This design comes from an exercise in tuning for small area, a short achievable clock period and few clock cycles on the open sky130 flow, not from production work. Function was checked by simulation only, so behaviour that the tests miss may differ from the original. No activity file was given, so power comes from the tool's default toggle rates.

==> flow/design.v <==
module divider (
  input clk, rst_n,
  input start,
  input [31:0] div, dsr,
  output [31:0] q, r,
  output err,
  output done
);
  wire idle, align, iter, last, ge, skip;
  datapath dp (
    .clk(clk),
    .div(div), .dsr(dsr),
    .idle(idle), .align(align), .iter(iter),
    .q(q), .r(r), .err(err),
    .ge(ge), .last(last), .skip(skip)
  );
  controller ct (
    .clk(clk), .rst_n(rst_n), .start(start),
    .skip(skip), .last(last),
    .idle(idle), .align(align), .iter(iter), .done(done)
  );
endmodule
module controller (
  input      clk, rst_n,
  input      start,
  input      skip, last,
  output     idle,
  output reg align, iter, done
);
  assign idle = !(align || iter || done);
  always @( posedge clk )
    if( !rst_n ) begin
      align <= 1'b0;
      iter  <= 1'b0;
      done  <= 1'b0;
    end
    else begin
      align <= idle && start;
      iter  <= (align && !skip) || (iter && !last);
      done  <= (align && skip) || (iter && last);
    end
endmodule
module datapath (
  input             clk,
  input      [31:0] div, dsr,
  input             idle, align, iter,
  output reg [31:0] q, r,
  output reg        err,
  output            ge, last, skip
);
  reg [31:0] d;       
  reg  [4:0] k;       
  reg  [4:0] m;       
  wire [4:0] msb_div, msb_dsr;
  msb32 mdiv ( .x(div), .y(msb_div) );
  msb32 mdsr ( .x(dsr), .y(msb_dsr) );
  wire dsr_zero = ( dsr == 32'd0 );
  wire [5:0] kd;
  sub5 ksub ( .a(k), .b(m), .y(kd) );
  assign skip = err || kd[5];
  wire [31:0] sh0, sh1, sh2, sh3, sh4;
  shl_stage #( .S(1),  .FILL(1'b1) ) st0 ( .x(d),   .s(kd[0]), .y(sh0) );
  shl_stage #( .S(2),  .FILL(1'b0) ) st1 ( .x(sh0), .s(kd[1]), .y(sh1) );
  shl_stage #( .S(4),  .FILL(1'b1) ) st2 ( .x(sh1), .s(kd[2]), .y(sh2) );
  shl_stage #( .S(8),  .FILL(1'b0) ) st3 ( .x(sh2), .s(kd[3]), .y(sh3) );
  shl_stage #( .S(16), .FILL(1'b1) ) st4 ( .x(sh3), .s(kd[4]), .y(sh4) );
  wire [31:0] gl [0:5];    
  wire [31:0] pl [0:5];
  genvar lv, bi;
  generate
    for( bi = 0; bi < 32; bi = bi + 1 ) begin : pg
      ks_pg0 #( .CARRY_IN( bi == 0 ) ) c ( .r(r[bi]), .d(d[bi]), .gn(gl[0][bi]), .pn(pl[0][bi]) );
    end
    for( lv = 0; lv < 5; lv = lv + 1 ) begin : ks
      for( bi = 0; bi < 32; bi = bi + 1 ) begin : bt
        if( bi >= (1 << lv) ) begin : comb
          if( lv % 2 == 1 ) begin : pn
            ks_pn c ( .gh(gl[lv][bi]), .ph(pl[lv][bi]),
                      .gl(gl[lv][bi - (1 << lv)]), .pl(pl[lv][bi - (1 << lv)]),
                      .g(gl[lv+1][bi]), .p(pl[lv+1][bi]) );
          end
          else begin : np
            ks_np c ( .gh(gl[lv][bi]), .ph(pl[lv][bi]),
                      .gl(gl[lv][bi - (1 << lv)]), .pl(pl[lv][bi - (1 << lv)]),
                      .g(gl[lv+1][bi]), .p(pl[lv+1][bi]) );
          end
        end
        else begin : pass
          assign gl[lv+1][bi] = !gl[lv][bi];
          assign pl[lv+1][bi] = !pl[lv][bi];
        end
      end
    end
  endgenerate
  wire [32:0] cy = {gl[5], 1'b1};
  wire [31:0] diff = ~( r ^ d ) ^ cy[31:0];
  assign ge = cy[32];
  assign last = ( k == m );
  always @( posedge clk ) begin
    if( idle ) begin
      r   <= div;
      d   <= dsr;
      k   <= msb_div;
      m   <= msb_dsr;
      q   <= 32'd0;
      err <= dsr_zero;
    end
    else if( align ) begin
      if( err )
        r <= 32'd0;
      d   <= ~sh4;
    end
    else if( iter ) begin
      if( ge )
        r <= diff;
      q <= {q[30:0], ge};
      d <= d >> 1;
      k <= k - 5'd1;
    end
  end
endmodule
module ks_pn (
  input  gh, ph, gl, pl,
  output g, p
);
  assign g = !( gh || ( ph && gl ) );
  assign p = !( ph && pl );
endmodule
module ks_np (
  input  gh, ph, gl, pl,
  output g, p
);
  assign g = !( gh && ( ph || gl ) );
  assign p = !( ph || pl );
endmodule
module ks_pg0 #( parameter CARRY_IN = 0 ) (
  input  r, d,
  output gn, pn
);
  assign gn = CARRY_IN ? ( !r && d ) : !( r && !d );
  assign pn = CARRY_IN ? 1'b1 : ( !r && d );
endmodule
module sub5 (
  input  [4:0] a, b,
  output [5:0] y
);
  wire [5:0] bw;    
  borrow5 bc ( .a(a), .b(b), .bw(bw) );
  assign y = {bw[5], a[4:1] ^ b[4:1] ^ bw[4:1], a[0] ^ b[0]};
endmodule
module borrow5 (
  input  [4:0] a, b,
  output [5:0] bw
);
  wire [4:0] g = ~a & b;    
  wire [4:0] t = ~a | b;    
  assign bw[0] = 1'b0;
  assign bw[1] = g[0];
  assign bw[2] = g[1] | ( t[1] & g[0] );
  assign bw[3] = g[2] | ( t[2] & g[1] ) | ( t[2] & t[1] & g[0] );
  assign bw[4] = g[3] | ( t[3] & g[2] ) | ( t[3] & t[2] & g[1] ) | ( t[3] & t[2] & t[1] & g[0] );
  assign bw[5] = g[4] | ( t[4] & bw[4] );
endmodule
module shl_stage #( parameter S = 1, parameter FILL = 1'b1 ) (
  input  [31:0] x,
  input         s,
  output [31:0] y
);
  assign y = s ? {~x[31-S:0], {S{FILL}}} : ~x;
endmodule
module msb32 (
  input  [31:0] x,
  output [4:0]  y
);
  function [4:0] msb;
    input [31:0] x;
    reg   [31:0] t, oh;
    integer i, b;
    begin
      t = x;
      for( i = 1; i < 32; i = i * 2 )
        t = t | ( t >> i );
      oh = t & ~( t >> 1 );
      for( b = 0; b < 5; b = b + 1 ) begin
        msb[b] = 1'b0;
        for( i = 0; i < 32; i = i + 1 )
          if( i & ( 1 << b ) )
            msb[b] = msb[b] | oh[i];
      end
    end
  endfunction
  assign y = msb(x);
endmodule
==> flow/run.sh <==
#!/bin/bash
# synth_recipe.tcl (not shown) runs the flow's synth.tcl, then flattens the netlist and writes it again
# the make line also repeats each setting of config.mk as NAME=value (left out here)
make -C /OpenROAD-flow-scripts/flow DESIGN_CONFIG=/design/flow/config.mk WORK_HOME=/design/flow/orfs CLKGATE_MAP_FILE= SYNTH_SCRIPT=/design/flow/synth_recipe.tcl finish
==> flow/config.mk <==
export PLATFORM = sky130hd
export DESIGN_NAME = divider
export DESIGN_NICKNAME = divider
export VERILOG_FILES = /design/flow/design.v
export SDC_FILE = /design/flow/constraint.sdc
export NUM_CORES = 4
export LEC_CHECK = 0
export CAP_MARGIN = 20
export CORE_MARGIN = 2
export CORE_UTILIZATION = 40
export SETUP_SLACK_MARGIN = 1.3
export SLEW_MARGIN = 20
export SYNTH_HIERARCHICAL = 1
==> flow/constraint.sdc <==
create_clock -name core_clock -period 4.0 [get_ports {clk}]
set_input_delay 0.8000 -clock core_clock [delete_from_list [all_inputs] [get_ports {clk}]]
set_output_delay 0.8000 -clock core_clock [all_outputs]
set_load 0.01 [all_outputs]
==> impl_metrics.csv, run 1 <==
group,metric,value,unit
status,status,"timing/DRC/antenna clean",
die,core,0.0253,mm2
cts,clk_pin_slew,0.09,ns
layout,syn_to_final_growth,20.3,%
pwr,p_sw,5.22,mW
layout,nets,1381,
pwr,power.share.clock,0.095,
layout,final_common_cell,"nand2_1",
global_route,grt_antenna_before_repair,1,
die,ios,133,
timing,slew_headroom,0.483,
timing,rsz0062_at_grt,"true",
layout,multi_input_area,0.00690,mm2
cts,clkLatencyLatePin,0.37,ns
die,initial_utilization,0.408,
critical_path,r2r-start,"dp.m[0]",
critical_path,critPathLaunchType,"flop",
timing,period_minus_slack,2.75,ns
drt,dr.first_iter.drc_count,1008,
hold_path,timing.hold.worst.start,"dp.q[31]",
critical_path,crit_fanout,8,
placed_design,gp_congestion,0.921,
global_route,track_usage,0.247,
die,die_x,164,um
drt,remaining_drc_errors,0,
timing,fmax,363,MHz
cts,clkSinkCount,110,
pwr,ir_drop,0.347,mV
drt,wl_per_cell,20.7,um
critical_path,cp-end-kind,"flop",
die,row_count,58,
drt,ant_nets,0,
logic_synthesis,netlist_area,0.0103,mm2
logic_synthesis,ys_warn_count,9,
layout,regArea,0.00295,mm2
drt,drt_first_pass_iters,5,
layout,drive_gt1_frac,0.201,
timing,finalWorstSetupSlack,1.25,ns
layout,mostFrequentLayoutCells,"nand2_1 (215), clkdlybuf4s50_1 (130), mux2i_1 (116), nor2_1 (87), o21ai_2 (80)",
drt,dr_total_vias,9358,
cts,ctsHoldBuffers,0,
logic_synthesis,avgSynthCellArea,8.63,um2
die,dieArea,0.0271,mm2
critical_path,r2r_slack,1.25,ns
cts,clockBufferDepth,2,
critical_path,critPathArrivalTime,2.85,ns
timing,drv_slew,0,
pwr,p_per_area,840,mW/mm2
pwr,seqPwrFrac,0.211,
cts,root_buffer,"clkbuf_16",
pwr,combPwrFrac,0.693,
timing,finalSetupViolCount,0,
timing,skew,0.00875,ns
placed_design,port_buffers,132,
logic_synthesis,synth_cells,1194,
timing,hold_violations,0,
cts,cts_tree,"built",
global_route,grt_pass1_vias,8627,
cts,htree_levels,3,
placed_design,dpl.hpwl,25.9,mm
critical_path,worst_ep_required_time,4.10,ns
pwr,netSwitchingFraction,0.501,
job,drv_cap,0,
drt,wirelength,34.1,mm
critical_path,crit_start,"dp.m[0]",
global_route,gr-total-overflow,0,
placed_design,post-place-ws,0.891,ns
layout,fillers,2484,
die,die_h,164,um
timing,period_share,0.688,
global_route,grt_max_degree,146,
pwr,cellLeakagePower,4.52,nW
timing,worstMarginPinSlew,0.775,ns
cts,cts_buffers,9,
hold_path,hold_class,"flop to flop",
logic_synthesis,synth_nets,1262,
drt,vias_per_cell,5.67,
pwr,internal-power,5.19,mW
timing,tns,0,ns
critical_path,path_class,"flop to flop",
global_route,grt_first_pass_wirelength,50.8,mm
per-stage QoR:
| stage | hold slack (ns) | utilization | instance area [um2] | power [mW] | cells |
|---|---|---|---|---|---|
| 6_report | 0.470 | 0.491 | 12400 | 10.4 | 1649 |
| 5_1_grt | 0.484 | 0.491 | 12400 | 11.0 | 1648 |
| 4_1_cts | 0.466 | 0.479 | 12100 | 9.91 | 1638 |
| 3_5_place_dp | 0.459 | 0.463 | 11700 | 8.77 | 1615 |
| 3_3_place_gp | 0.442 | 0.463 | 11700 | 8.73 | 1615 |
| 2_1_floorplan | 0.481 | - | 10300 | 7.22 | 1194 |
power by group through the flow:
stage | Sequential (mW) | Combinational, mW | Clock [mW]
2_1_floorplan | 2.03 | 5.19 | 0
6_report | 2.20 | 7.22 | 0.991
3_3_place_gp | 2.23 | 6.49 | 0
3_5_place_dp | 2.23 | 6.54 | 0
4_1_cts | 2.20 | 6.70 | 1.01
5_1_grt | 2.23 | 7.74 | 1.05
critical path: stages (launching register included):
cell      delay [ns]
edfxtp_1        0.43
nor2b_4         0.16
maj3_2          0.34
o21a_1          0.22
maj3_2          0.31
xor3_2          0.34
buf_12          0.19
mux2i_1         0.24
inv_1           0.06
mux2i_1         0.12
o21ai_0         0.09
area by class of cell:
type,instances,area share
Timing Repair Buffer,166,0.137
Antenna cell,1,0.000202
Sequential cell,110,0.238
Multi-Input combinational cell,997,0.557
Clock buffer,9,0.0182
Clock inverter,7,0.00717
Tap cell,330,0.0333
Inverter,29,0.00878
registers in the layout (all words and copies together), names as in the netlist:
name	flops
dp.m	5
ct.iter	1
ct.done	1
dp.err	1
dp.r	32
dp.q	32
ct.align	1
dp.d	32
dp.k	5
what timing repair did:
action	CTS	global route
buffers inserted	7	7
resized for setup	11	60
pin swaps	1	2
endpoints found under the setup margin	64	65
endpoints found under the hold margin	0	0
cloned	0	3
routing by layer:
layer,track usage,wire [um],vias up
met5,0,0,-
met4,0.0597,743,0
met3,0.0427,2650,48
met2,0.369,14600,389
met1,0.367,16200,4421
li1,-,-,4500
final timing paths:
path,end,cells past startpoint
worst max-delay path,dp.d[29],10
worst min-delay path,dp.q[31],2
worst max register to register,dp.d[29],10
worst min register to register,dp.q[31],2
Testbench counts, summed over its fixed seeds: cycles 12,149.
==> run 2: changes to the inputs <==
==> flow/flow/run.sh (new file) <==
#!/bin/bash
# The standard layout, with the port buffers that ORFS inserts before global
# placement made as sky130_fd_sc_hd__buf_1 cells rather than the default
# delay buffers; timing repair still resizes them where a path needs it.
set -euo pipefail
bash standard.sh 'BUFFER_PORTS_ARGS=-buffer_cell sky130_fd_sc_hd__buf_1' finish > standard_flow.log 2>&1
==> flow/standard.sh (new file) <==
#!/bin/bash
# synth_recipe.tcl (not shown) runs the flow's synth.tcl, then flattens the netlist and writes it again
# the make line also repeats each setting of config.mk as NAME=value (left out here)
make -C /OpenROAD-flow-scripts/flow DESIGN_CONFIG=/design/flow/config.mk WORK_HOME=/design/flow/orfs CLKGATE_MAP_FILE= SYNTH_SCRIPT=/design/flow/synth_recipe.tcl "${@:-finish}"
--- a/flow/config.mk
+++ b/flow/config.mk
@@ -8,5 +8,5 @@
 export CAP_MARGIN = 20
 export CORE_MARGIN = 2
-export CORE_UTILIZATION = 40
+export CORE_UTILIZATION = 60
 export SETUP_SLACK_MARGIN = 1.3
 export SLEW_MARGIN = 20
removed: flow/run.sh
==> impl_metrics.csv, run 2 <==
group,metric,value,unit
critical_path,r2r_end,"dp.d[24]",
layout,final_common_cell,"nand2_1",
layout,layout.cells.non_filler,1561,
critical_path,cp_slowest_cell,"edfxtp_1",
drt,remaining_drc_errors,0,
placed_design,dpl-instance-area,0.0107,mm2
timing,drv_slew,0,
pwr,cellLeakagePower,4.27,nW
critical_path,cp_top_family,"multiplexers",
critical_path,cp_common_cell,"mux2i_1",
global_route,grt_pass1_vias,8563,
drt,vias_per_cell,6.30,
layout,regArea,0.00295,mm2
pwr,netSwitchingFraction,0.511,
cts,cts_tree,"built",
drt,dr_total_vias,9835,
cts,clkSinkCount,110,
pwr,p_per_area,907,mW/mm2
timing,finalWorstSetupSlack,1.03,ns
layout,final_cell_area,0.0118,mm2
die,dieArea,0.0182,mm2
pwr,power.share.clock,0.093,
global_route,grt_antenna_before_repair,1,
critical_path,cp-end-kind,"flop",
timing,tns,0,ns
layout,mostFrequentLayoutCells,"nand2_1 (216), buf_1 (132), mux2i_1 (96), nor2_1 (84)",
layout,multi_input_area,0.00707,mm2
critical_path,crit_fanout,8,
critical_path,crit_buf_inv,3,
cts,ctsHoldBuffers,0,
layout,nets,1403,
cts,clockBufferDepth,2,
logic_synthesis,synth_cells,1194,
drt,wl_per_cell,21.8,um
critical_path,path_class,"flop to flop",
die,die_x,135,um
logic_synthesis,ys_warn_count,9,
placed_design,post-place-ws,1.07,ns
global_route,grt_max_degree,113,
die,die_h,135,um
logic_synthesis,synth_nets,1262,
pwr,combPwrFrac,0.700,
pwr,total_power,10.7,mW
placed_design,dp.cells,1500,
cts,clkLatencyLatePin,0.38,ns
layout,fillers,1384,
pwr,ir_drop,0.381,mV
global_route,gr-total-overflow,0,
cts,htree_levels,3,
cts,cts_buffers,9,
critical_path,path_cells,"buf_6, xor2_4, buf_12, buf_12, mux2i_4, mux2i_1, mux2i_1, mux2i_1, mux2i_1, nand2_1, o21ai_0, o21ai_1",
timing,period_share,0.742,
critical_path,reg2reg_depth,12,
hold_path,whs_path_depth,2,
hold_path,timing.hold.worst.start,"dp.q[31]",
timing,hold_violations,0,
placed_design,gp_congestion,1.01,
logic_synthesis,avgSynthCellArea,8.63,um2
die,initial_utilization,0.617,
critical_path,cpPeakStageDelay,0.48,ns
status,status,"timing/DRC/antenna clean",
global_route,track_usage,0.344,
timing,slew_headroom,0.259,
critical_path,r2r-start,"dp.k[0]",
placed_design,dpl.hpwl,23.6,mm
hold_path,hold_class,"flop to flop",
pwr,seqPwrFrac,0.207,
critical_path,r2r_slack,1.03,ns
timing,fmax,337,MHz
die,ios,133,
timing,skew,0.0105,ns
cts,root_buffer,"clkbuf_16",
critical_path,critPathArrivalTime,3.07,ns
drt,drt_first_pass_iters,6,
timing,rsz0062_at_grt,"true",
pwr,internal-power,5.24,mW
timing,period_minus_slack,2.97,ns
layout,syn_to_final_growth,14.6,%
global_route,grt_first_pass_wirelength,48.3,mm
layout,drive_gt1_frac,0.225,
job,drv_cap,0,
layout,finish.utilization,0.707,
die,core,0.0167,mm2
cts,clk_pin_slew,0.09,ns
timing,worstMarginPinSlew,1.11,ns
layout,reg_top3,"dp.d x32, dp.q x32, dp.r x32",
drt,ant_nets,0,
die,row_count,47,
critical_path,worst_ep_required_time,4.10,ns
hold_path,min_to,"dp.q[31]",
drt,dr.first_iter.drc_count,1007,
logic_synthesis,netlist_area,0.0103,mm2
critical_path,critPathLaunchType,"flop",
pwr,p_sw,5.47,mW
drt,wirelength,34.0,mm
timing,finalSetupViolCount,0,
timing,hold_slack,0.469,ns
placed_design,port_buffers,132,
[run 2: layout make-up]
cell class / instances / share of cell area
Sequential cell: 110 / 0.250
Multi-Input combinational cell: 998 / 0.598
Clock buffer: 9 / 0.0191
Tap cell: 220 / 0.0233
Timing Repair Buffer: 187 / 0.0917
Clock inverter: 7 / 0.00795
Antenna cell: 1 / 0.000212
Inverter: 29 / 0.00922
[run 2: worst reg2reg max path: stages (launching register included)]
cell and delay, ns:
edfxtp_1 0.48, buf_6 0.18, xor2_4 0.23, buf_12 0.19
buf_12 0.12, mux2i_4 0.23, mux2i_1 0.17, mux2i_1 0.36
mux2i_1 0.20, mux2i_1 0.18, nand2_1 0.11, o21ai_0 0.16
o21ai_1 0.08
[run 2: worst max-delay path by stage]
stage	start	to	depth (start not counted)
after floorplan	dp.m[0]	dp.d[29]	10
final	dp.k[0]	dp.d[24]	12
after global routing	dp.k[0]	dp.d[24]	12
after global placement	dp.m[0]	dp.d[24]	10
after CTS	dp.m[0]	dp.d[29]	10
after detailed placement	dp.m[0]	dp.d[24]	10
[run 2: power groups by stage]
stage                     clock, mW  sequential, mW  combinational (mW)
after detailed placement          0            2.19                6.22
final                          1.00            2.22                7.49
after global placement            0            2.18                6.17
after global routing           1.05            2.24                7.95
after floorplan                   0            2.03                5.19
after CTS                     0.994            2.16                6.42
[run 2: per-layer routing]
metal	share of wire	wire length [um]	up-vias	track usage
met5	0	0	-	0
met4	0.034	1140	0	0.0961
met3	0.12	4070	95	0.0672
met2	0.42	14300	641	0.504
met1	0.43	14500	4545	0.515
li1	-	-	4554	-
[run 2: timing repair]
action	4_1_cts	5_1_grt
gates cloned	2	5
pin swaps	0	8
setup endpoints to repair	32	63
buffers inserted	8	29
gates resized for setup	11	82
hold endpoints to repair	0	0
==> run 3: changes to the inputs <==
--- a/flow/design.v
+++ b/flow/design.v
@@ -74,5 +74,16 @@
     for( lv = 0; lv < 5; lv = lv + 1 ) begin : ks
       for( bi = 0; bi < 32; bi = bi + 1 ) begin : bt
-        if( bi >= (1 << lv) ) begin : comb
+        if( bi >= (1 << lv) && ( bi < (2 << lv) || lv == 4 ) ) begin : gonly
+          if( lv % 2 == 1 ) begin : pn
+            ks_pn_g c ( .gh(gl[lv][bi]), .ph(pl[lv][bi]), .gl(gl[lv][bi - (1 << lv)]),
+                        .g(gl[lv+1][bi]) );
+          end
+          else begin : np
+            ks_np_g c ( .gh(gl[lv][bi]), .ph(pl[lv][bi]), .gl(gl[lv][bi - (1 << lv)]),
+                        .g(gl[lv+1][bi]) );
+          end
+          assign pl[lv+1][bi] = 1'b0;
+        end
+        else if( bi >= (1 << lv) ) begin : comb
           if( lv % 2 == 1 ) begin : pn
             ks_pn c ( .gh(gl[lv][bi]), .ph(pl[lv][bi]),
@@ -88,5 +99,5 @@
         else begin : pass
           assign gl[lv+1][bi] = !gl[lv][bi];
-          assign pl[lv+1][bi] = !pl[lv][bi];
+          assign pl[lv+1][bi] = 1'b0;
         end
       end
@@ -94,11 +105,18 @@
   endgenerate
   wire [32:0] cy = {gl[5], 1'b1};
-  wire [31:0] diff = ~( r ^ d ) ^ cy[31:0];
+  wire [31:1] diff_h;
+  xor_late #( .W(31) ) dx ( .x(~( r[31:1] ^ d[31:1] )), .c(cy[31:1]), .y(diff_h) );
+  wire [31:0] diff = {diff_h, r[0] ^ d[0]};
   assign ge = cy[32];
   assign last = ( k == m );
+  wire [31:0] d_next;
+  sel_late #( .W(32) ) dsel ( .s(align), .an(sh4), .b(idle ? dsr : {1'b0, d[31:1]}), .y(d_next) );
+  always @( posedge clk ) begin
+    if( idle || align || iter )
+      d <= d_next;
+  end
   always @( posedge clk ) begin
     if( idle ) begin
       r   <= div;
-      d   <= dsr;
       k   <= msb_div;
       m   <= msb_dsr;
@@ -109,5 +127,4 @@
       if( err )
         r <= 32'd0;
-      d   <= ~sh4;
     end
     else if( iter ) begin
@@ -115,5 +132,4 @@
         r <= diff;
       q <= {q[30:0], ge};
-      d <= d >> 1;
       k <= k - 5'd1;
     end
@@ -127,4 +143,16 @@
   assign p = !( ph && pl );
 endmodule
+module ks_pn_g (
+  input  gh, ph, gl,
+  output g
+);
+  assign g = !( gh || ( ph && gl ) );
+endmodule
+module ks_np_g (
+  input  gh, ph, gl,
+  output g
+);
+  assign g = !( gh && ( ph || gl ) );
+endmodule
 module ks_np (
   input  gh, ph, gl, pl,
@@ -145,20 +173,36 @@
   output [5:0] y
 );
-  wire [5:0] bw;    
-  borrow5 bc ( .a(a), .b(b), .bw(bw) );
-  assign y = {bw[5], a[4:1] ^ b[4:1] ^ bw[4:1], a[0] ^ b[0]};
-endmodule
-module borrow5 (
-  input  [4:0] a, b,
-  output [5:0] bw
-);
-  wire [4:0] g = ~a & b;    
-  wire [4:0] t = ~a | b;    
-  assign bw[0] = 1'b0;
-  assign bw[1] = g[0];
-  assign bw[2] = g[1] | ( t[1] & g[0] );
-  assign bw[3] = g[2] | ( t[2] & g[1] ) | ( t[2] & t[1] & g[0] );
-  assign bw[4] = g[3] | ( t[3] & g[2] ) | ( t[3] & t[2] & g[1] ) | ( t[3] & t[2] & t[1] & g[0] );
-  assign bw[5] = g[4] | ( t[4] & bw[4] );
+  wire [4:0] gl [0:3];    
+  wire [4:0] pl [0:3];
+  genvar lv, bi;
+  generate
+    for( bi = 0; bi < 5; bi = bi + 1 ) begin : pg
+      ks_pg0 #( .CARRY_IN( bi == 0 ) ) c ( .r(a[bi]), .d(b[bi]), .gn(gl[0][bi]), .pn(pl[0][bi]) );
+    end
+    for( lv = 0; lv < 3; lv = lv + 1 ) begin : ks
+      for( bi = 0; bi < 5; bi = bi + 1 ) begin : bt
+        if( bi >= (1 << lv) ) begin : comb
+          if( lv % 2 == 1 ) begin : pn
+            ks_pn c ( .gh(gl[lv][bi]), .ph(pl[lv][bi]),
+                      .gl(gl[lv][bi - (1 << lv)]), .pl(pl[lv][bi - (1 << lv)]),
+                      .g(gl[lv+1][bi]), .p(pl[lv+1][bi]) );
+          end
+          else begin : np
+            ks_np c ( .gh(gl[lv][bi]), .ph(pl[lv][bi]),
+                      .gl(gl[lv][bi - (1 << lv)]), .pl(pl[lv][bi - (1 << lv)]),
+                      .g(gl[lv+1][bi]), .p(pl[lv+1][bi]) );
+          end
+        end
+        else begin : pass
+          assign gl[lv+1][bi] = !gl[lv][bi];
+          assign pl[lv+1][bi] = 1'b0;
+        end
+      end
+    end
+  endgenerate
+  wire [5:0] cy = {gl[3], 1'b1};
+  wire [4:1] yl;
+  xor_late #( .W(4) ) yx ( .x(~( a[4:1] ^ b[4:1] )), .c(cy[4:1]), .y(yl) );
+  assign y = {!cy[5], yl, a[0] ^ b[0]};
 endmodule
 module shl_stage #( parameter S = 1, parameter FILL = 1'b1 ) (
@@ -192,2 +236,15 @@
   assign y = msb(x);
 endmodule
+module xor_late #( parameter W = 1 ) (
+  input  [W-1:0] x, c,
+  output [W-1:0] y
+);
+  assign y = x ^ c;
+endmodule
+module sel_late #( parameter W = 1 ) (
+  input          s,
+  input  [W-1:0] an, b,
+  output [W-1:0] y
+);
+  assign y = s ? ~an : b;
+endmodule
==> impl_metrics.csv, run 3 <==
group,metric,value,unit
status,status,"timing/DRC/antenna clean",
timing,drv_slew,0,
critical_path,crit_start,"dp.k[0]",
timing,tns,0,ns
cts,clkLatencyLatePin,0.37,ns
layout,nets,1337,
timing,period_share,0.642,
drt,drt_first_pass_iters,4,
layout,final_common_cell,"mux2i_1",
die,ios,133,
timing,worstMarginPinSlew,0.735,ns
placed_design,port_buffers,132,
die,row_count,48,
placed_design,dpl-instance-area,0.0110,mm2
hold_path,timing.hold.worst.start,"dp.q[31]",
critical_path,critPathArrivalTime,2.78,ns
critical_path,cp-end-kind,"flop",
hold_path,hold_class,"flop to flop",
cts,cts_buffers,9,
global_route,grt_antenna_before_repair,0,
cts,root_buffer,"clkbuf_16",
global_route,grt_max_degree,61,
die,dieArea,0.0185,mm2
drt,wirelength,30.6,mm
cts,clkSinkCount,110,
timing,slew_headroom,0.510,
global_route,grt_pass1_vias,8560,
drt,remaining_drc_errors,0,
placed_design,gp_congestion,0.940,
logic_synthesis,netlist_area,0.0105,mm2
pwr,ir_drop,0.488,mV
layout,syn_to_final_growth,9.56,%
die,die_x,136,um
drt,ant_nets,0,
drt,wl_per_cell,20.4,um
logic_synthesis,synth_nets,1215,
layout,layout.cells.non_filler,1499,
drt,vias_per_cell,6.05,
critical_path,worst_ep_required_time,4.21,ns
layout,final_cell_area,0.0115,mm2
timing,fmax,389,MHz
logic_synthesis,synth_cells,1147,
cts,cts_tree,"built",
critical_path,crit_fanout,32,
layout,drive_gt1_frac,0.216,
global_route,grt_first_pass_wirelength,46.5,mm
layout,n_antenna_cell,0,
placed_design,dpl.hpwl,23.7,mm
logic_synthesis,avgSynthCellArea,9.12,um2
drt,dr_total_vias,9068,
placed_design,dp.cells,1472,
cts,clockBufferDepth,2,
die,core,0.0172,mm2
cts,ctsHoldBuffers,0,
critical_path,critPathLaunchType,"flop",
layout,mostFrequentLayoutCells,"mux2i_1 (160), buf_1 (132), nand2_1 (126), nor2_1 (88), edfxtp_1 (75)",
global_route,track_usage,0.330,
global_route,gr-total-overflow,0,
timing,finalSetupViolCount,0,
timing,rsz0062_at_grt,"false",
critical_path,path_class,"flop to flop",
die,initial_utilization,0.609,
cts,htree_levels,3,
timing,skew,0.00778,ns
job,drv_cap,0,
die,die_h,136,um
pwr,p_per_area,982,mW/mm2
layout,reg_top3,"dp.d x32, dp.q x32, dp.r x32",
pwr,cellLeakagePower,4.21,nW
logic_synthesis,ys_warn_count,10,
timing,period_minus_slack,2.57,ns
critical_path,r2r-start,"dp.k[0]",
timing,hold_violations,0,
timing,hold_slack,0.463,ns
cts,clk_pin_slew,0.08,ns
drt,dr.first_iter.drc_count,643,
layout,finish.utilization,0.668,
[run 3: cell types whose count changed in the layout (fill, tap and decap cells not counted), moves of 31 or more]
cell     previous run  this run
mux2_2              1        32
o31ai_1            34         2
nand2_1           216       126
inv_1              29        68
o21ai_0            56        20
mux2i_1            96       160
[run 3: timing repair]
item | in CTS | in global routing
gates resized for setup | 3 | 12
endpoints found under the setup margin | 55 | 62
buffers inserted | 3 | 6
pin swaps | 2 | 0
gates cloned | 2 | 0
[run 3: where the power goes]
group          leakage (nW)  internal (mW)  switching [mW]
registers              1.05           1.74           0.694
logic                  3.03           3.14            4.79
clock network         0.137          0.435           0.458
total                  4.21           5.32            5.94
[run 3: critical path, cell delays in order, from the launching register on]
cell      delay (ns)
edfxtp_1        0.45
buf_12          0.17
nor2b_4         0.14
inv_1           0.13
xor2_4          0.20
buf_12          0.24
mux2i_1         0.32
mux2i_1         0.17
mux2i_2         0.28
mux2i_1         0.13
mux2i_1         0.15
[run 3: path summary, 6_finish.rpt]
kind | to | slack, ns | cells past startpoint
min | dp.q[31] | 0.46 | 2
max | dp.d[29] | 1.43 | 10
max reg2reg | dp.d[29] | 1.43 | 10
min reg2reg | dp.q[31] | 0.46 | 2
[run 3: final cells by class]
class	instances	area, um2
multi-input cells	923	6960
fillers	1525	5710
clock buffers	10	229
repair buffers	157	732
inverters	68	255
clock inverters	6	52.6
flip-flops and latches	110	2950
well taps	225	282
[run 3: routing by layer]
| layer | routed length [um] | track usage | vias to the layer above |
|---|---|---|---|
| met5 | 0 | 0 | - |
| met4 | 1080 | 0.132 | 0 |
| met3 | 1650 | 0.0563 | 61 |
| met2 | 14200 | 0.539 | 294 |
| met1 | 13600 | 0.436 | 4388 |
| li1 | - | - | 4325 |
[run 3: stage by stage]
step                setup slack [ns]  total power [mW]
global placement                1.11              9.97
detailed placement              1.09              10.0
finish                          1.43              11.3
global route                    1.30              12.0
CTS                             1.29              11.0
floorplan                       1.37              8.36
Testbench counts of run 3, summed over its fixed seeds: cycles 12,149.
==> run 4: changes to the inputs <==
--- a/flow/config.mk
+++ b/flow/config.mk
@@ -8,5 +8,5 @@
 export CAP_MARGIN = 20
 export CORE_MARGIN = 2
-export CORE_UTILIZATION = 60
+export CORE_UTILIZATION = 45
 export SETUP_SLACK_MARGIN = 1.3
 export SLEW_MARGIN = 20
==> impl_metrics.csv, run 4 <==
group,metric,value,unit
pwr,seqPwrFrac,0.216,
die,initial_utilization,0.461,
layout,syn_to_final_growth,11.0,%
layout,finish.utilization,0.512,
critical_path,path_class,"flop to flop",
drt,dr.first_iter.drc_count,777,
cts,clk_pin_slew,0.09,ns
layout,n_antenna_cell,0,
timing,tns,0,ns
cts,htree_levels,3,
layout,final_common_cell,"mux2i_1",
timing,period_minus_slack,2.65,ns
placed_design,gp_congestion,0.946,
timing,rsz0062_at_grt,"true",
pwr,cellLeakagePower,4.26,nW
die,die_h,157,um
die,die_x,157,um
global_route,grt_max_degree,67,
global_route,grt_antenna_before_repair,0,
die,dieArea,0.0245,mm2
logic_synthesis,synth_nets,1215,
timing,hold_violations,0,
cts,root_buffer,"clkbuf_16",
timing,worstMarginPinSlew,0.811,ns
die,core,0.0227,mm2
pwr,p_per_area,979,mW/mm2
timing,hold_slack,0.457,ns
drt,wl_met3,2.11,mm
critical_path,critPathArrivalTime,2.86,ns
timing,drv_slew,0,
cts,clockBufferDepth,2,
global_route,grt_first_pass_wirelength,48.5,mm
cts,cts_buffers,9,
global_route,gr-total-overflow,0,
layout,nets,1344,
job,drv_cap,0,
layout,reg_top3,"dp.d x32, dp.q x32, dp.r x32",
logic_synthesis,ys_warn_count,10,
logic_synthesis,avgSynthCellArea,9.12,um2
drt,ant_nets,0,
layout,fillers,2255,
drt,remaining_drc_errors,0,
drt,drt_first_pass_iters,5,
hold_path,hold_class,"flop to flop",
timing,slew_headroom,0.459,
status,status,"timing/DRC/antenna clean",
pwr,internal-power,5.43,mW
drt,wl_per_cell,20.4,um
drt,wl_met1,15.3,mm
drt,vias_per_cell,5.71,
pwr,total_power,11.4,mW
timing,fmax,377,MHz
drt,dr_total_vias,8936,
drt,dr.max_layer_used,"met4",
global_route,track_usage,0.259,
pwr,netSwitchingFraction,0.523,
logic_synthesis,netlist_area,0.0105,mm2
pwr,power.share.clock,0.084,
timing,skew,0.0108,ns
cts,clkSinkCount,110,
cts,clkLatencyLatePin,0.37,ns
pwr,p_sw,5.95,mW
cts,cts_tree,"built",
drt,wirelength,32.0,mm
critical_path,crit_fanout,9,
placed_design,port_buffers,132,
layout,mostFrequentLayoutCells,"mux2i_1 (158), buf_1 (132), nand2_1 (126), nor2_1 (88), edfxtp_1 (75)",
placed_design,dpl.hpwl,24.9,mm
die,ios,133,
pwr,combPwrFrac,0.700,
cts,ctsHoldBuffers,0,
layout,drive_gt1_frac,0.222,
pwr,ir_drop,0.506,mV
logic_synthesis,synth_cells,1147,
timing,finalSetupViolCount,0,
die,row_count,55,
timing,period_share,0.663,
critical_path,cp-end-kind,"flop",
critical_path,critPathLaunchType,"flop",
critical_path,worst_ep_required_time,4.21,ns
global_route,grt_pass1_vias,8361,
drt,wl_met2,14.0,mm
[run 4: cell types whose count changed in the layout (fill, tap and decap cells not counted), moves of 2 or more]
cell / change
buf_4: +7
mux2i_1: -2
inv_6: +2
mux2i_2: +2
[run 4: cell type report]
cell class,count,area [um2],share of cell area
multi-input cells,922,6940,0.598
well taps,285,357,0.0307
flip-flops and latches,110,2950,0.254
clock buffers,9,225,0.0194
clock inverters,7,81.3,0.00700
repair buffers,165,805,0.0692
inverters,68,255,0.0220
[run 4: final timing paths]
path,start,to,slack (ns),depth (start not counted)
worst max-delay path,dp.k[0],dp.d[27],1.35,11
worst min-delay path,dp.q[31],dp.q[31],0.46,2
worst max register to register,dp.k[0],dp.d[27],1.35,11
worst min register to register,dp.q[31],dp.q[31],0.46,2
[run 4: timing repair]
| item | CTS | global route |
|---|---|---|
| hold endpoints to repair | 0 | 0 |
| buffers inserted | 11 | 5 |
| resized for setup | 4 | 11 |
| setup endpoints to repair | 58 | 59 |
| gates cloned | 1 | 0 |
| pin swaps | 2 | 1 |
[run 4: per-layer routing]
layer | GRT usage | vias to the layer above
met5 | 0 | -
met4 | 0.0725 | 0
met3 | 0.0379 | 38
met2 | 0.388 | 319
met1 | 0.385 | 4241
li1 | - | 4338
[run 4: power by group through the flow]
stage	Clock, mW	Sequential [mW]	Combinational, mW
global placement	0	2.49	7.47
CTS	0.988	2.47	7.74
floorplan	0	2.25	6.10
detailed placement	0	2.50	7.52
finish	0.960	2.46	7.96
global route	1.03	2.52	8.61
[run 4: through the flow]
step                      worst slack, ns  cell area, um2  instances
after floorplan                      1.37           10500       1147
after global placement              0.916           11100       1533
after detailed placement            0.849           11100       1533
after CTS                            1.27           11500       1561
after global routing                 1.25           11600       1566
final                                1.35           11600       1566
[run 4: critical path: stages, from the launching register on]
cell	delay [ns]
edfxtp_1	0.43
buf_4	0.17
nor2b_4	0.16
inv_1	0.13
xor2_4	0.17
buf_12	0.15
buf_4	0.12
mux2i_1	0.31
mux2i_1	0.19
mux2i_1	0.34
mux2i_1	0.13
mux2i_1	0.16
==> run 5: changes to the inputs <==
--- a/flow/config.mk
+++ b/flow/config.mk
@@ -8,6 +8,6 @@
 export CAP_MARGIN = 20
 export CORE_MARGIN = 2
-export CORE_UTILIZATION = 45
-export SETUP_SLACK_MARGIN = 1.3
+export CORE_UTILIZATION = 60
+export SETUP_SLACK_MARGIN = 1.0
 export SLEW_MARGIN = 20
 export SYNTH_HIERARCHICAL = 1
==> impl_metrics.csv, run 5 <==
group,metric,value,unit
layout,regArea,0.00295,mm2
logic_synthesis,synth_nets,1215,
drt,wl_per_cell,20.5,um
hold_path,hold_class,"flop to flop",
pwr,p_per_area,982,mW/mm2
die,ios,133,
cts,cts_buffers,9,
critical_path,r2r_slack,1.12,ns
cts,clk_pin_slew,0.08,ns
timing,finalSetupViolCount,0,
die,initial_utilization,0.609,
logic_synthesis,ys_warn_count,10,
hold_path,timing.hold.worst.start,"dp.q[31]",
logic_synthesis,avgSynthCellArea,9.12,um2
timing,skew,0.00821,ns
die,die_h,136,um
hold_path,whs_path_depth,2,
hold_path,min_to,"dp.q[31]",
drt,dr_total_vias,8967,
critical_path,worst_ep_required_time,4.09,ns
timing,slew_headroom,0.399,
layout,syn_to_final_growth,8.02,%
cts,ctsHoldBuffers,0,
critical_path,reg2reg_depth,8,
critical_path,critPathArrivalTime,2.98,ns
cts,cts_tree,"built",
status,status,"timing/DRC/antenna clean",
placed_design,port_buffers,132,
global_route,grt_pass1_vias,8453,
placed_design,post-place-ws,1.09,ns
timing,worstMarginPinSlew,0.901,ns
timing,period_share,0.721,
cts,clkLatencyLatePin,0.37,ns
layout,final_common_cell,"mux2i_1",
timing,hold_slack,0.463,ns
critical_path,path_class,"flop to flop",
critical_path,critPathLaunchType,"flop",
layout,reg_top3,"dp.d x32, dp.q x32, dp.r x32",
global_route,grt_antenna_before_repair,0,
die,row_count,48,
critical_path,crit_fanout,32,
timing,finalWorstSetupSlack,1.12,ns
die,dieArea,0.0185,mm2
cts,clockBufferDepth,2,
drt,remaining_drc_errors,0,
die,die_x,136,um
cts,root_buffer,"clkbuf_16",
layout,nets,1328,
die,core,0.0172,mm2
cts,htree_levels,3,
global_route,gr-total-overflow,0,
global_route,track_usage,0.325,
pwr,ir_drop,0.511,mV
job,drv_cap,0,
critical_path,r2r_end,"dp.d[29]",
pwr,cellLeakagePower,4.14,nW
layout,drive_gt1_frac,0.206,
critical_path,cp-end-kind,"flop",
global_route,grt_first_pass_wirelength,45.9,mm
placed_design,dpl.hpwl,23.7,mm
layout,fillers,1558,
timing,drv_slew,0,
layout,mostFrequentLayoutCells,"mux2i_1 (161), buf_1 (132), nand2_1 (126), nor2_1 (88), edfxtp_1 (75)",
global_route,grt_max_degree,61,
drt,vias_per_cell,6.02,
drt,wirelength,30.5,mm
logic_synthesis,netlist_area,0.0105,mm2
drt,drt_first_pass_iters,4,
cts,clkSinkCount,110,
layout,multi_input_area,0.00691,mm2
placed_design,gp_congestion,0.940,
critical_path,r2r-start,"dp.m[0]",
timing,tns,0,ns
timing,period_minus_slack,2.88,ns
logic_synthesis,synth_cells,1147,
timing,hold_violations,0,
drt,dr.first_iter.drc_count,731,
layout,layout.cells.non_filler,1490,
timing,rsz0062_at_grt,"false",
placed_design,dp.cells,1472,
drt,ant_nets,0,
timing,fmax,347,MHz
layout,n_antenna_cell,0,
-- run 5: changes by cell type in the layout (fill, tap and decap cells not counted), sizes merged --
cell,change
buf,-17
clkbuf,+1
clkinv,+1
clkinvlp,+1
inv,-3
xor2,+1
-- run 5: through the flow --
step / area (um2) / util / power [mW]
6_report: 11300 / 0.658 / 11.1
5_1_grt: 11300 / 0.658 / 11.8
4_1_cts: 11300 / 0.656 / 11.0
3_5_place_dp: 11000 / 0.640 / 10.0
3_3_place_gp: 11000 / 0.640 / 9.97
2_1_floorplan: 10500 / - / 8.36
-- run 5: layer usage --
layer	track usage	vias to the layer above	part of all wire
met3	0.0533	56	0.053
met5	0	-	0
li1	-	4304	-
met4	0.113	0	0.031
met1	0.434	4318	0.45
met2	0.535	289	0.47
-- run 5: where the power goes --
part / internal, mW / total [mW] / switching (mW)
logic: 3.03 / 7.75 / 4.72
registers: 1.74 / 2.45 / 0.709
clock network: 0.435 / 0.897 / 0.462
total: 5.21 / 11.1 / 5.89
-- run 5: what timing repair did --
action	4_1_cts	5_1_grt
endpoints found under the setup margin	0	11
setup buffers	0	0
gates resized for setup	0	1
-- run 5: how the worst max path moves through the flow --
stage	start	end	slack (ns)
2_1_floorplan	dp.d[1]	dp.r[0]	1.37
3_3_place_gp	dp.k[0]	dp.d[24]	1.11
3_5_place_dp	dp.k[0]	dp.d[24]	1.09
4_1_cts	dp.k[0]	dp.d[24]	1.09
5_1_grt	dp.m[0]	dp.d[29]	1.02
6_report	dp.m[0]	dp.d[29]	1.12
-- run 5: final cells by class --
class | instances | area share
multi-input combinational | 923 | 0.612
sequential | 110 | 0.261
timing repair buffer | 148 | 0.0548
tap | 225 | 0.0249
inverter | 68 | 0.0226
clock buffer | 10 | 0.0203
clock inverter | 6 | 0.00465
-- run 5: critical path, stage by stage, from the launching register on --
cell,delay (ns)
edfxtp_1,0.58
nor2b_4,0.22
o21ai_2,0.32
xor2_4,0.17
buf_4,0.45
mux2i_1,0.35
mux2i_1,0.21
mux2i_1,0.20
mux2i_1,0.09
==> run 6: changes to the inputs <==
--- a/flow/design.v
+++ b/flow/design.v
@@ -52,4 +52,5 @@
   reg  [4:0] k;       
   reg  [4:0] m;       
+  reg  [1:0] kdl;     
   wire [4:0] msb_div, msb_dsr;
   msb32 mdiv ( .x(div), .y(msb_div) );
@@ -60,9 +61,10 @@
   assign skip = err || kd[5];
   wire [31:0] sh0, sh1, sh2, sh3, sh4;
-  shl_stage #( .S(1),  .FILL(1'b1) ) st0 ( .x(d),   .s(kd[0]), .y(sh0) );
-  shl_stage #( .S(2),  .FILL(1'b0) ) st1 ( .x(sh0), .s(kd[1]), .y(sh1) );
+  shl_stage #( .S(1),  .FILL(1'b1) ) st0 ( .x(d),   .s(kdl[0]), .y(sh0) );
+  shl_stage #( .S(2),  .FILL(1'b0) ) st1 ( .x(sh0), .s(kdl[1]), .y(sh1) );
   shl_stage #( .S(4),  .FILL(1'b1) ) st2 ( .x(sh1), .s(kd[2]), .y(sh2) );
   shl_stage #( .S(8),  .FILL(1'b0) ) st3 ( .x(sh2), .s(kd[3]), .y(sh3) );
   shl_stage #( .S(16), .FILL(1'b1) ) st4 ( .x(sh3), .s(kd[4]), .y(sh4) );
+  wire r_load = idle || ( align && err );
   wire [31:0] gl [0:5];    
   wire [31:0] pl [0:5];
@@ -70,5 +72,6 @@
   generate
     for( bi = 0; bi < 32; bi = bi + 1 ) begin : pg
-      ks_pg0 #( .CARRY_IN( bi == 0 ) ) c ( .r(r[bi]), .d(d[bi]), .gn(gl[0][bi]), .pn(pl[0][bi]) );
+      ks_pg0e #( .CARRY_IN( bi == 0 ), .FORCE( bi == 31 ) ) c (
+        .r(r[bi]), .d(d[bi]), .en(iter), .f(r_load), .gn(gl[0][bi]), .pn(pl[0][bi]) );
     end
     for( lv = 0; lv < 5; lv = lv + 1 ) begin : ks
@@ -117,18 +120,16 @@
   end
   always @( posedge clk ) begin
+    if( ge )
+      r <= idle ? div : ( iter ? diff : 32'd0 );
+  end
+  always @( posedge clk ) begin
     if( idle ) begin
-      r   <= div;
       k   <= msb_div;
+      kdl <= {msb_div[1] ^ msb_dsr[1] ^ ( !msb_div[0] && msb_dsr[0] ), msb_div[0] ^ msb_dsr[0]};
       m   <= msb_dsr;
       q   <= 32'd0;
       err <= dsr_zero;
     end
-    else if( align ) begin
-      if( err )
-        r <= 32'd0;
-    end
     else if( iter ) begin
-      if( ge )
-        r <= diff;
       q <= {q[30:0], ge};
       k <= k - 5'd1;
@@ -161,4 +162,12 @@
   assign g = !( gh && ( ph || gl ) );
   assign p = !( ph || pl );
+endmodule
+module ks_pg0e #( parameter CARRY_IN = 0, parameter FORCE = 0 ) (
+  input  r, d, en, f,
+  output gn, pn
+);
+  wire g = CARRY_IN ? ( r || !d ) : ( r && !d );
+  assign gn = !( ( g && en ) || ( FORCE && f ) );
+  assign pn = CARRY_IN ? 1'b1 : ( !r && d );
 endmodule
 module ks_pg0 #( parameter CARRY_IN = 0 ) (
--- a/flow/config.mk
+++ b/flow/config.mk
@@ -9,5 +9,5 @@
 export CORE_MARGIN = 2
 export CORE_UTILIZATION = 60
-export SETUP_SLACK_MARGIN = 1.0
+export SETUP_SLACK_MARGIN = 1.3
 export SLEW_MARGIN = 20
 export SYNTH_HIERARCHICAL = 1
==> impl_metrics.csv, run 6 <==
group,metric,value,unit
status,status,"timing/DRC/antenna clean",
critical_path,cp_slowest_cell,"nor4_4",
critical_path,crit_buf_inv,1,
timing,rsz0062_at_grt,"true",
timing,finalSetupViolCount,0,
layout,regArea,0.00302,mm2
die,die_h,136,um
drt,vias_per_cell,6.06,
logic_synthesis,synth_cells,1111,
layout,drive_gt1_frac,0.181,
hold_path,hold_class,"flop to flop",
drt,ant_nets,0,
layout,layout.cells.non_filler,1463,
die,row_count,48,
logic_synthesis,ys_warn_count,10,
cts,clockBufferDepth,2,
layout,syn_to_final_growth,9.60,%
drt,wl_per_cell,21.7,um
cts,htree_levels,3,
timing,period_minus_slack,2.61,ns
die,ios,133,
pwr,ir_drop,0.391,mV
global_route,grt_max_degree,66,
critical_path,cp_top_family,"simple AND/OR/NAND/NOR gates",
critical_path,cpPeakStageDelay,0.43,ns
timing,fmax,383,MHz
timing,slew_headroom,0.434,
drt,dr.first_iter.drc_count,784,
pwr,cellLeakagePower,4.34,nW
cts,cts_tree,"built",
global_route,gr-total-overflow,0,
critical_path,path_class,"input pin to flop",
drt,wirelength,31.7,mm
cts,clk_pin_slew,0.09,ns
placed_design,dp.cells,1436,
global_route,grt_first_pass_wirelength,47.4,mm
timing,drv_slew,0,
layout,reg_top3,"dp.d x32, dp.q x32, dp.r x32",
critical_path,critPathArrivalTime,2.74,ns
layout,mostFrequentLayoutCells,"mux2i_1 (194), buf_1 (132), nor2_1 (121), edfxtp_1 (77), inv_1 (73)",
drt,remaining_drc_errors,0,
layout,nets,1301,
critical_path,cp_common_cell,"xnor2_1",
critical_path,path_cells,"buf_1, nor4_4, and4_1, nand3_2, o221a_1, nand4_1, ha_1, xnor2_1, xnor2_1",
cts,cts_buffers,9,
placed_design,dpl.hpwl,24.1,mm
layout,final_common_cell,"mux2i_1",
logic_synthesis,synth_nets,1180,
cts,clkLatencyLatePin,0.37,ns
logic_synthesis,avgSynthCellArea,9.41,um2
timing,tns,0,ns
logic_synthesis,netlist_area,0.0105,mm2
job,drv_cap,0,
pwr,p_per_area,714,mW/mm2
drt,dr_total_vias,8860,
timing,period_share,0.653,
layout,final_cell_area,0.0115,mm2
die,die_x,136,um
critical_path,worst_ep_required_time,4.13,ns
timing,hold_violations,0,
global_route,grt_antenna_before_repair,2,
placed_design,post-place-ws,0.887,ns
die,initial_utilization,0.609,
critical_path,cp-end-kind,"flop",
layout,fillers,1496,
global_route,track_usage,0.339,
layout,multi_input_area,0.00686,mm2
placed_design,gp_congestion,0.942,
timing,skew,0.0163,ns
die,dieArea,0.0185,mm2
critical_path,crit_fanout,7,
pwr,total_power,8.18,mW
timing,finalWorstSetupSlack,1.39,ns
drt,drt_first_pass_iters,5,
die,core,0.0172,mm2
placed_design,dpl-instance-area,0.0109,mm2
timing,worstMarginPinSlew,0.847,ns
cts,root_buffer,"clkbuf_16",
global_route,grt_pass1_vias,8227,
placed_design,port_buffers,132,
cts,clkSinkCount,112,
critical_path,critPathLaunchType,"input pin",
run 6: area by class of cell:
class / instances / share of cell area
sequential: 112 / 0.263
clock inverter: 7 / 0.00819
antenna: 1 / 0.000218
inverter: 73 / 0.0239
multi-input combinational: 882 / 0.598
clock buffer: 9 / 0.0197
tap: 225 / 0.0246
timing repair buffer: 154 / 0.0618
run 6: worst paths after layout:
kind	startpoint	endpoint	slack, ns	cells past startpoint
max	dsr[30]	dp.kdl[1]	1.39	9
min	dp.q[31]	dp.q[31]	0.52	2
max reg2reg	dp.m[0]	dp.d[23]	1.40	9
min reg2reg	dp.q[31]	dp.q[31]	0.52	2
run 6: metrics by stage:
step	hold slack [ns]	util
floorplan	0.508	-
global placement	0.475	0.637
detailed placement	0.505	0.637
CTS	0.529	0.660
global route	0.551	0.667
finish	0.521	0.667
run 6: power breakdown:
part	switching, mW	internal [mW]
combinational	2.91	1.95
sequential	0.630	1.68
clock	0.539	0.465
total	4.08	4.10
run 6: worst register-to-register path, stage by stage, from the launching register on:
cell and delay [ns]:
edfxtp_1 0.46, nor2b_4 0.18, o21ai_4 0.37, xor2_4 0.20
buf_12 0.16, buf_4 0.14, mux2i_1 0.35, nor2_1 0.21
mux2i_1 0.17, mux2i_1 0.09
run 6: layer usage:
metal  share of wire  wire (um)  global-route usage  vias up
met2            0.43      13700               0.499      390
li1                -          -                   -     4239
met1            0.45      14300               0.492     4182
met3           0.091       2890              0.0813       49
met4           0.027        867               0.100        0
met5               0          0                   0        -
run 6: repair_timing:
action,in CTS,in global routing
setup buffers,3,6
pin swaps,1,3
hold buffers,0,0
resized for setup,6,10
hold endpoints to repair,0,0
endpoints found under the setup margin,51,61
cloned,1,0
Testbench counts of run 6, summed over its fixed seeds: cycles 12,149.
==> run 7: changes to the inputs <==
--- a/flow/design.v
+++ b/flow/design.v
@@ -115,8 +115,6 @@
   wire [31:0] d_next;
   sel_late #( .W(32) ) dsel ( .s(align), .an(sh4), .b(idle ? dsr : {1'b0, d[31:1]}), .y(d_next) );
-  always @( posedge clk ) begin
-    if( idle || align || iter )
-      d <= d_next;
-  end
+  always @( posedge clk )
+    d <= d_next;
   always @( posedge clk ) begin
     if( ge )
==> impl_metrics.csv, run 7 <==
group,metric,value,unit
status,status,"timing/DRC/antenna clean",
timing,rsz0062_at_grt,"true",
cts,root_buffer,"clkbuf_16",
cts,clkLatencyLatePin,0.37,ns
global_route,grt_max_degree,65,
cts,htree_levels,3,
cts,clkSinkCount,112,
pwr,internal-power,3.87,mW
critical_path,cp_top_family,"simple AND/OR/NAND/NOR gates",
placed_design,dpl-instance-area,0.0106,mm2
timing,finalSetupViolCount,0,
logic_synthesis,synth_nets,1179,
critical_path,path_depth,9,
timing,period_share,0.664,
layout,final_common_cell,"mux2i_1",
placed_design,dpl.hpwl,23.6,mm
layout,drive_gt1_frac,0.178,
job,drv_cap,0,
layout,layout.cells.non_filler,1456,
global_route,gr-total-overflow,0,
drt,ant_nets,0,
pwr,power.share.clock,0.125,
timing,hold_slack,0.508,ns
die,initial_utilization,0.613,
timing,slew_headroom,0.420,
critical_path,cp_slowest_cell,"nor4_2",
drt,dr.first_iter.drc_count,874,
timing,finalWorstSetupSlack,1.34,ns
placed_design,post-place-ws,0.837,ns
layout,mostFrequentLayoutCells,"mux2i_1 (194), buf_1 (132), nor2_1 (121), inv_1 (73), dfxtp_1 (65)",
drt,drt_first_pass_iters,5,
hold_path,hold_class,"flop to flop",
logic_synthesis,ys_warn_count,10,
drt,dr_total_vias,8780,
drt,remaining_drc_errors,0,
timing,tns,0,ns
timing,period_minus_slack,2.66,ns
critical_path,crit_fanout,6,
pwr,p_per_area,700,mW/mm2
logic_synthesis,netlist_area,0.0101,mm2
layout,final_cell_area,0.0110,mm2
timing,fmax,376,MHz
pwr,seqPwrFrac,0.278,
timing,drv_slew,0,
critical_path,worst_ep_required_time,4.12,ns
drt,vias_per_cell,6.03,
critical_path,critPathArrivalTime,2.77,ns
pwr,ir_drop,0.351,mV
die,die_h,134,um
critical_path,path_class,"input pin to flop",
critical_path,cpPeakStageDelay,0.52,ns
layout,syn_to_final_growth,8.82,%
cts,ctsHoldBuffers,0,
die,core,0.0165,mm2
cts,cts_tree,"built",
critical_path,cp-end-kind,"flop",
placed_design,port_buffers,132,
die,die_x,134,um
layout,reg_top3,"dp.d x32, dp.q x32, dp.r x32",
cts,clockBufferDepth,2,
timing,hold_violations,0,
global_route,grt_first_pass_wirelength,46.1,mm
cts,clk_pin_slew,0.09,ns
logic_synthesis,avgSynthCellArea,9.13,um2
global_route,track_usage,0.334,
cts,cts_buffers,9,
die,ios,133,
pwr,netSwitchingFraction,0.499,
die,dieArea,0.0179,mm2
pwr,p_sw,3.85,mW
die,row_count,47,
hold_path,whs_path_depth,2,
layout,nets,1299,
global_route,grt_antenna_before_repair,1,
critical_path,cp_common_cell,"xnor2_1",
timing,skew,0.0100,ns
placed_design,dp.cells,1429,
timing,worstMarginPinSlew,0.869,ns
global_route,grt_pass1_vias,8133,
pwr,cellLeakagePower,4.25,nW
critical_path,reg2reg_depth,7,
drt,wirelength,30.0,mm
pwr,combPwrFrac,0.597,
critical_path,crit_buf_inv,1,
drt,wl_per_cell,20.6,um
critical_path,path_cells,"buf_1, nor4_2, and4_1, nand3_2, o221a_1, nand4_1, ha_1, xnor2_1, xnor2_1",
critical_path,critPathLaunchType,"input pin",
placed_design,gp_congestion,1.02,
logic_synthesis,synth_cells,1110,
run 7: cell types whose count changed in the layout (fill, tap and decap cells not counted), moves of 2 or more:
cell      delta
dfxtp_1     +32
edfxtp_1    -32
inv_12       -2
inv_6        -2
run 7: layer usage:
metal,GRT usage,up-vias,wire [um]
li1,-,4214,-
met3,0.0805,47,3030
met5,0,-,0
met1,0.480,4085,13500
met2,0.494,434,12700
met4,0.106,0,859
run 7: metrics by stage:
stage	utilization	total power, mW
after floorplan	-	5.55
after global placement	0.642	6.51
after detailed placement	0.642	6.55
after CTS	0.662	7.55
after global routing	0.667	8.16
final	0.667	7.72
run 7: worst paths after layout:
path | from | endpoint | slack [ns]
min | dp.q[31] | dp.q[31] | 0.51
max reg2reg | dp.k[2] | dp.d[26] | 1.43
min reg2reg | dp.q[31] | dp.q[31] | 0.51
max | dsr[24] | dp.kdl[1] | 1.34
run 7: area by class of cell:
| class | count | area (um2) |
|---|---|---|
| Antenna cell | 1 | 2.50 |
| Clock buffer | 9 | 225 |
| Clock inverter | 7 | 85.1 |
| Fill cell | 1477 | 5500 |
| Inverter | 73 | 274 |
| Multi-Input combinational cell | 880 | 6780 |
| Sequential cell | 112 | 2700 |
| Tap cell | 220 | 275 |
| Timing Repair Buffer | 154 | 688 |
run 7: power groups by stage:
stage               logic, mW  clock network, mW  registers (mW)
floorplan                3.62                  0            1.93
global placement         4.34                  0            2.17
detailed placement       4.38                  0            2.17
CTS                      4.43              0.978            2.14
global route             4.96               1.02            2.18
finish                   4.61              0.962            2.15
run 7: worst register-to-register path, cell delays in order (launching register included):
cell and delay [ns]:
edfxtp_1 0.54, xnor2_1 0.42, xor2_4 0.34, buf_6 0.32, mux2i_1 0.36, mux2i_1 0.12
mux2i_1 0.23, mux2i_1 0.11
run 7: repair_timing:
item	CTS	global route
endpoints found under the setup margin	24	35
buffers inserted	2	8
pin swaps	2	2
resized for setup	3	3
Testbench counts of run 7, summed over its fixed seeds: cycles 12,149.
==> run 8: changes to the inputs <==
--- a/flow/config.mk
+++ b/flow/config.mk
@@ -9,4 +9,5 @@
 export CORE_MARGIN = 2
 export CORE_UTILIZATION = 60
+export PLACE_DENSITY = 0.75
 export SETUP_SLACK_MARGIN = 1.3
 export SLEW_MARGIN = 20
==> impl_metrics.csv, run 8 <==
group,metric,value,unit
status,status,"timing/DRC/antenna clean",
drt,wl_per_cell,20.8,um
global_route,grt_pass1_vias,8333,
timing,hold_violations,0,
critical_path,crit_fanout,6,
logic_synthesis,netlist_area,0.0101,mm2
global_route,grt_max_degree,116,
placed_design,gp_congestion,0.970,
timing,worstMarginPinSlew,0.875,ns
cts,cts_tree,"built",
global_route,gr-total-overflow,0,
die,dieArea,0.0179,mm2
drt,dr.first_iter.drc_count,1013,
timing,tns,0,ns
critical_path,path_class,"input pin to flop",
hold_path,hold_class,"flop to flop",
layout,syn_to_final_growth,9.16,%
drt,vias_per_cell,6.09,
die,initial_utilization,0.613,
timing,fmax,375,MHz
critical_path,cp_common_cell,"xnor2_1",
cts,htree_levels,3,
die,row_count,47,
die,die_x,134,um
die,core,0.0165,mm2
critical_path,cp_top_family,"simple AND/OR/NAND/NOR gates",
die,ios,133,
critical_path,path_cells,"buf_1, nor4_4, and4_4, nand3_2, o221a_1, nand4_1, inv_1, ha_1, xnor2_1, xnor2_1",
timing,drv_slew,0,
critical_path,cp_slowest_cell,"nor4_4",
die,die_h,134,um
logic_synthesis,synth_cells,1110,
layout,layout.cells.non_filler,1457,
cts,clockBufferDepth,2,
critical_path,critPathLaunchType,"input pin",
critical_path,critPathArrivalTime,2.80,ns
timing,slew_headroom,0.416,
global_route,grt_antenna_before_repair,2,
timing,finalSetupViolCount,0,
layout,reg_top3,"dp.d x32, dp.q x32, dp.r x32",
logic_synthesis,ys_warn_count,10,
global_route,grt_first_pass_wirelength,46.6,mm
placed_design,dp.cells,1432,
drt,remaining_drc_errors,0,
layout,nets,1300,
placed_design,post-place-ws,0.826,ns
drt,wirelength,30.4,mm
critical_path,crit_buf_inv,2,
cts,clkLatencyLatePin,0.38,ns
critical_path,cp-end-kind,"flop",
timing,finalWorstSetupSlack,1.34,ns
placed_design,port_buffers,132,
layout,final_cell_area,0.0111,mm2
cts,clk_pin_slew,0.09,ns
critical_path,cpPeakStageDelay,0.45,ns
pwr,cellLeakagePower,4.27,nW
placed_design,dpl.hpwl,23.4,mm
cts,ctsHoldBuffers,0,
job,drv_cap,0,
global_route,track_usage,0.335,
critical_path,worst_ep_required_time,4.13,ns
layout,final_common_cell,"mux2i_1",
timing,period_minus_slack,2.66,ns
cts,clkSinkCount,112,
pwr,p_per_area,698,mW/mm2
timing,period_share,0.666,
logic_synthesis,synth_nets,1179,
cts,root_buffer,"clkbuf_16",
timing,skew,0.0192,ns
cts,cts_buffers,9,
layout,drive_gt1_frac,0.180,
logic_synthesis,avgSynthCellArea,9.13,um2
layout,mostFrequentLayoutCells,"mux2i_1 (194), buf_1 (132), nor2_1 (121), inv_1 (73), dfxtp_1 (65)",
placed_design,dpl-instance-area,0.0106,mm2
timing,rsz0062_at_grt,"true",
pwr,ir_drop,0.595,mV
drt,drt_first_pass_iters,6,
drt,ant_nets,0,
drt,dr_total_vias,8874,
[run 8: final timing paths]
path	from	to	slack, ns	cells past startpoint
min reg2reg	dp.q[1]	dp.q[2]	0.52	2
min	dp.q[1]	dp.q[2]	0.52	2
max reg2reg	dp.m[2]	dp.d[24]	1.45	8
max	div[30]	dp.kdl[1]	1.34	10
[run 8: per-layer routing]
layer	vias to the layer above	routed length [um]	GRT usage
met4	2	915	0.124
met5	-	11	0
met3	58	2540	0.0533
li1	4227	-	-
met2	423	13200	0.512
met1	4164	13700	0.477
[run 8: metrics by stage]
stage | utilization | total power [mW] | hold WS (ns)
floorplan | - | 5.55 | 0.501
CTS | 0.666 | 7.58 | 0.530
global route | 0.669 | 8.11 | 0.551
finish | 0.669 | 7.72 | 0.522
detailed placement | 0.644 | 6.54 | 0.512
global placement | 0.644 | 6.48 | 0.477
[run 8: cell type report]
cell class | instances | area, um2
sequential | 112 | 2700
timing repair buffer | 154 | 702
inverter | 73 | 274
fill | 1357 | 5460
multi-input combinational | 881 | 6800
clock buffer | 9 | 225
antenna | 1 | 2.50
tap | 220 | 275
clock inverter | 7 | 83.8
[run 8: tightest hold or removal path, stage by stage, from the launching register on]
cell	delay, ns
dfxtp_1	0.35
mux2i_1	0.08
nor2_1	0.07
[run 8: repair_timing]
item | in CTS | in global routing
gates cloned | 0 | 1
setup endpoints to repair | 24 | 15
setup buffers | 4 | 3
gates resized for setup | 3 | 3
pin swaps | 2 | 2
[run 8: report_power, final]
part	switching [mW]	internal, mW
registers	0.595	1.54
clock network	0.509	0.449
logic	2.76	1.87
==> run 9: changes to the inputs <==
--- a/flow/config.mk
+++ b/flow/config.mk
@@ -9,6 +9,5 @@
 export CORE_MARGIN = 2
 export CORE_UTILIZATION = 60
-export PLACE_DENSITY = 0.75
-export SETUP_SLACK_MARGIN = 1.3
+export SETUP_SLACK_MARGIN = 1.6
 export SLEW_MARGIN = 20
 export SYNTH_HIERARCHICAL = 1
==> impl_metrics.csv, run 9 <==
group,metric,value,unit
critical_path,cp-end-kind,"flop",
die,dieArea,0.0179,mm2
critical_path,path_class,"input pin to flop",
placed_design,post-place-ws,0.859,ns
critical_path,critPathLaunchType,"input pin",
timing,period_share,0.632,
global_route,grt_pass1_vias,8545,
layout,mostFrequentLayoutCells,"mux2i_1 (192), nor2_1 (118), buf_1 (118), inv_1 (72), o21ai_2 (65)",
critical_path,reg2reg_depth,7,
die,initial_utilization,0.613,
job,drv_cap,0,
timing,finalSetupViolCount,0,
global_route,grt_use_met2,0.535,
timing,drv_slew,0,
cts,ctsHoldBuffers,0,
pwr,p_per_area,689,mW/mm2
layout,finish.utilization,0.694,
timing,finalWorstSetupSlack,1.47,ns
global_route,grt_max_degree,70,
global_route,gr-total-overflow,0,
drt,ant_nets,0,
die,core,0.0165,mm2
pwr,total_power,7.91,mW
timing,hold_violations,0,
layout,syn_to_final_growth,13.2,%
cts,root_buffer,"clkbuf_16",
timing,worstMarginPinSlew,0.859,ns
timing,fmax,396,MHz
placed_design,dpl.hpwl,24.0,mm
cts,clockBufferDepth,2,
drt,dr.first_iter.drc_count,932,
layout,n_antenna_cell,0,
critical_path,cpPeakStageDelay,0.29,ns
timing,tns,0,ns
die,row_count,47,
drt,wl_per_cell,21.3,um
drt,drt_first_pass_iters,5,
cts,clk_pin_slew,0.09,ns
critical_path,critPathArrivalTime,2.65,ns
drt,dr_total_vias,9032,
global_route,use_met3,0.0688,
cts,cts_buffers,9,
cts,clkLatencyLatePin,0.37,ns
die,die_h,134,um
timing,skew,0.00934,ns
drt,remaining_drc_errors,0,
timing,hold_slack,0.512,ns
layout,nets,1321,
layout,drive_gt1_frac,0.226,
global_route,top_usage_layer,"met2",
critical_path,worst_ep_required_time,4.12,ns
drt,wirelength,31.5,mm
logic_synthesis,synth_nets,1179,
hold_path,hold_class,"flop to flop",
placed_design,port_buffers,132,
critical_path,crit_fanout,5,
die,die_x,134,um
global_route,use_met1,0.509,
pwr,ir_drop,0.379,mV
drt,vias_per_cell,6.12,
timing,rsz0062_at_grt,"true",
global_route,grt_antenna_before_repair,0,
layout,final_common_cell,"mux2i_1",
logic_synthesis,synth_cells,1110,
cts,htree_levels,3,
cts,cts_tree,"built",
placed_design,gp_congestion,1.00,
global_route,grt_first_pass_wirelength,48.5,mm
logic_synthesis,netlist_area,0.0101,mm2
timing,period_minus_slack,2.53,ns
timing,slew_headroom,0.426,
logic_synthesis,avgSynthCellArea,9.13,um2
global_route,track_usage,0.353,
layout,reg_top3,"dp.d x32, dp.q x32, dp.r x32",
pwr,cellLeakagePower,4.47,nW
critical_path,cp_slowest_cell,"and4bb_2",
layout,fillers,1429,
hold_path,whs_path_depth,2,
logic_synthesis,ys_warn_count,10,
critical_path,path_cells,"buf_1, nor2_1, and4bb_2, and4_2, o31ai_1, nand4_1, ha_4, xnor2_2, xnor2_1",
status,status,"timing/DRC/antenna clean",
cts,clkSinkCount,112,
die,ios,133,
[run 9: changes by cell type in the layout (fill, tap and decap cells not counted), moves of 4 or more]
cell	previous run	this run
buf_4	18	35
buf_2	0	4
o21ai_1	18	14
buf_1	132	118
buf_8	0	5
clkbuf_2	0	6
[run 9: layout make-up]
class / count / area [um2] / share of cell area
inverter: 73 / 274 / 0.0239
timing repair buffer: 175 / 936 / 0.0816
clock buffer: 10 / 239 / 0.0208
clock inverter: 6 / 72.6 / 0.00632
sequential: 112 / 2700 / 0.235
multi-input combinational: 881 / 6980 / 0.608
tap: 220 / 275 / 0.0240
[run 9: per-stage QoR]
step	area, um2	cells
2_1_floorplan	10200	1110
3_3_place_gp	10600	1429
3_5_place_dp	10600	1429
4_1_cts	11300	1464
5_1_grt	11500	1477
6_report	11500	1477
[run 9: worst max-delay path: cells and delay by family]
kind | cells | cell delay [ns]
buffers and inverters | 1 | 0.21
AOI/OAI and AO/OA | 1 | 0.18
adders and majority gates | 1 | 0.27
and+or+nand+nor | 4 | 0.93
xor gates and xnor gates | 2 | 0.26
[run 9: worst paths after layout]
path | start | endpoint | slack, ns
worst max-delay path | dsr[14] | dp.kdl[1] | 1.47
worst min-delay path | dp.q[31] | dp.q[31] | 0.51
worst max register to register | dp.k[2] | dp.d[23] | 1.67
worst min register to register | dp.q[31] | dp.q[31] | 0.51
[run 9: timing repair]
action | in CTS | in global routing
gates resized for setup | 35 | 36
cloned | 1 | 0
buffers inserted | 18 | 13
endpoints found under the setup margin | 101 | 59
pin swaps | 16 | 10
hold endpoints to repair | 0 | 0
[run 9: power by group]
part,switching [mW],internal [mW]
Clock,0.511,0.467
Sequential,0.584,1.54
Combinational,2.81,1.99
Total,3.91,4.00
[run 9: routing by layer]
layer | wire length (um) | vias to the layer above | part of all wire
met5 | 0 | - | 0
met4 | 769 | 0 | 0.024
met3 | 2780 | 49 | 0.088
met2 | 13700 | 436 | 0.43
met1 | 14300 | 4297 | 0.45
li1 | - | 4250 | -

Re-timed with assumed drivers on the ports (clkbuf_16 on the clock, buf_2 on other inputs), run 9 has 1.472 ns of setup slack against 1.473 ns with ideal ports, and 1.058 ns once port delays also move by the mid clock arrival of 0.413 ns.
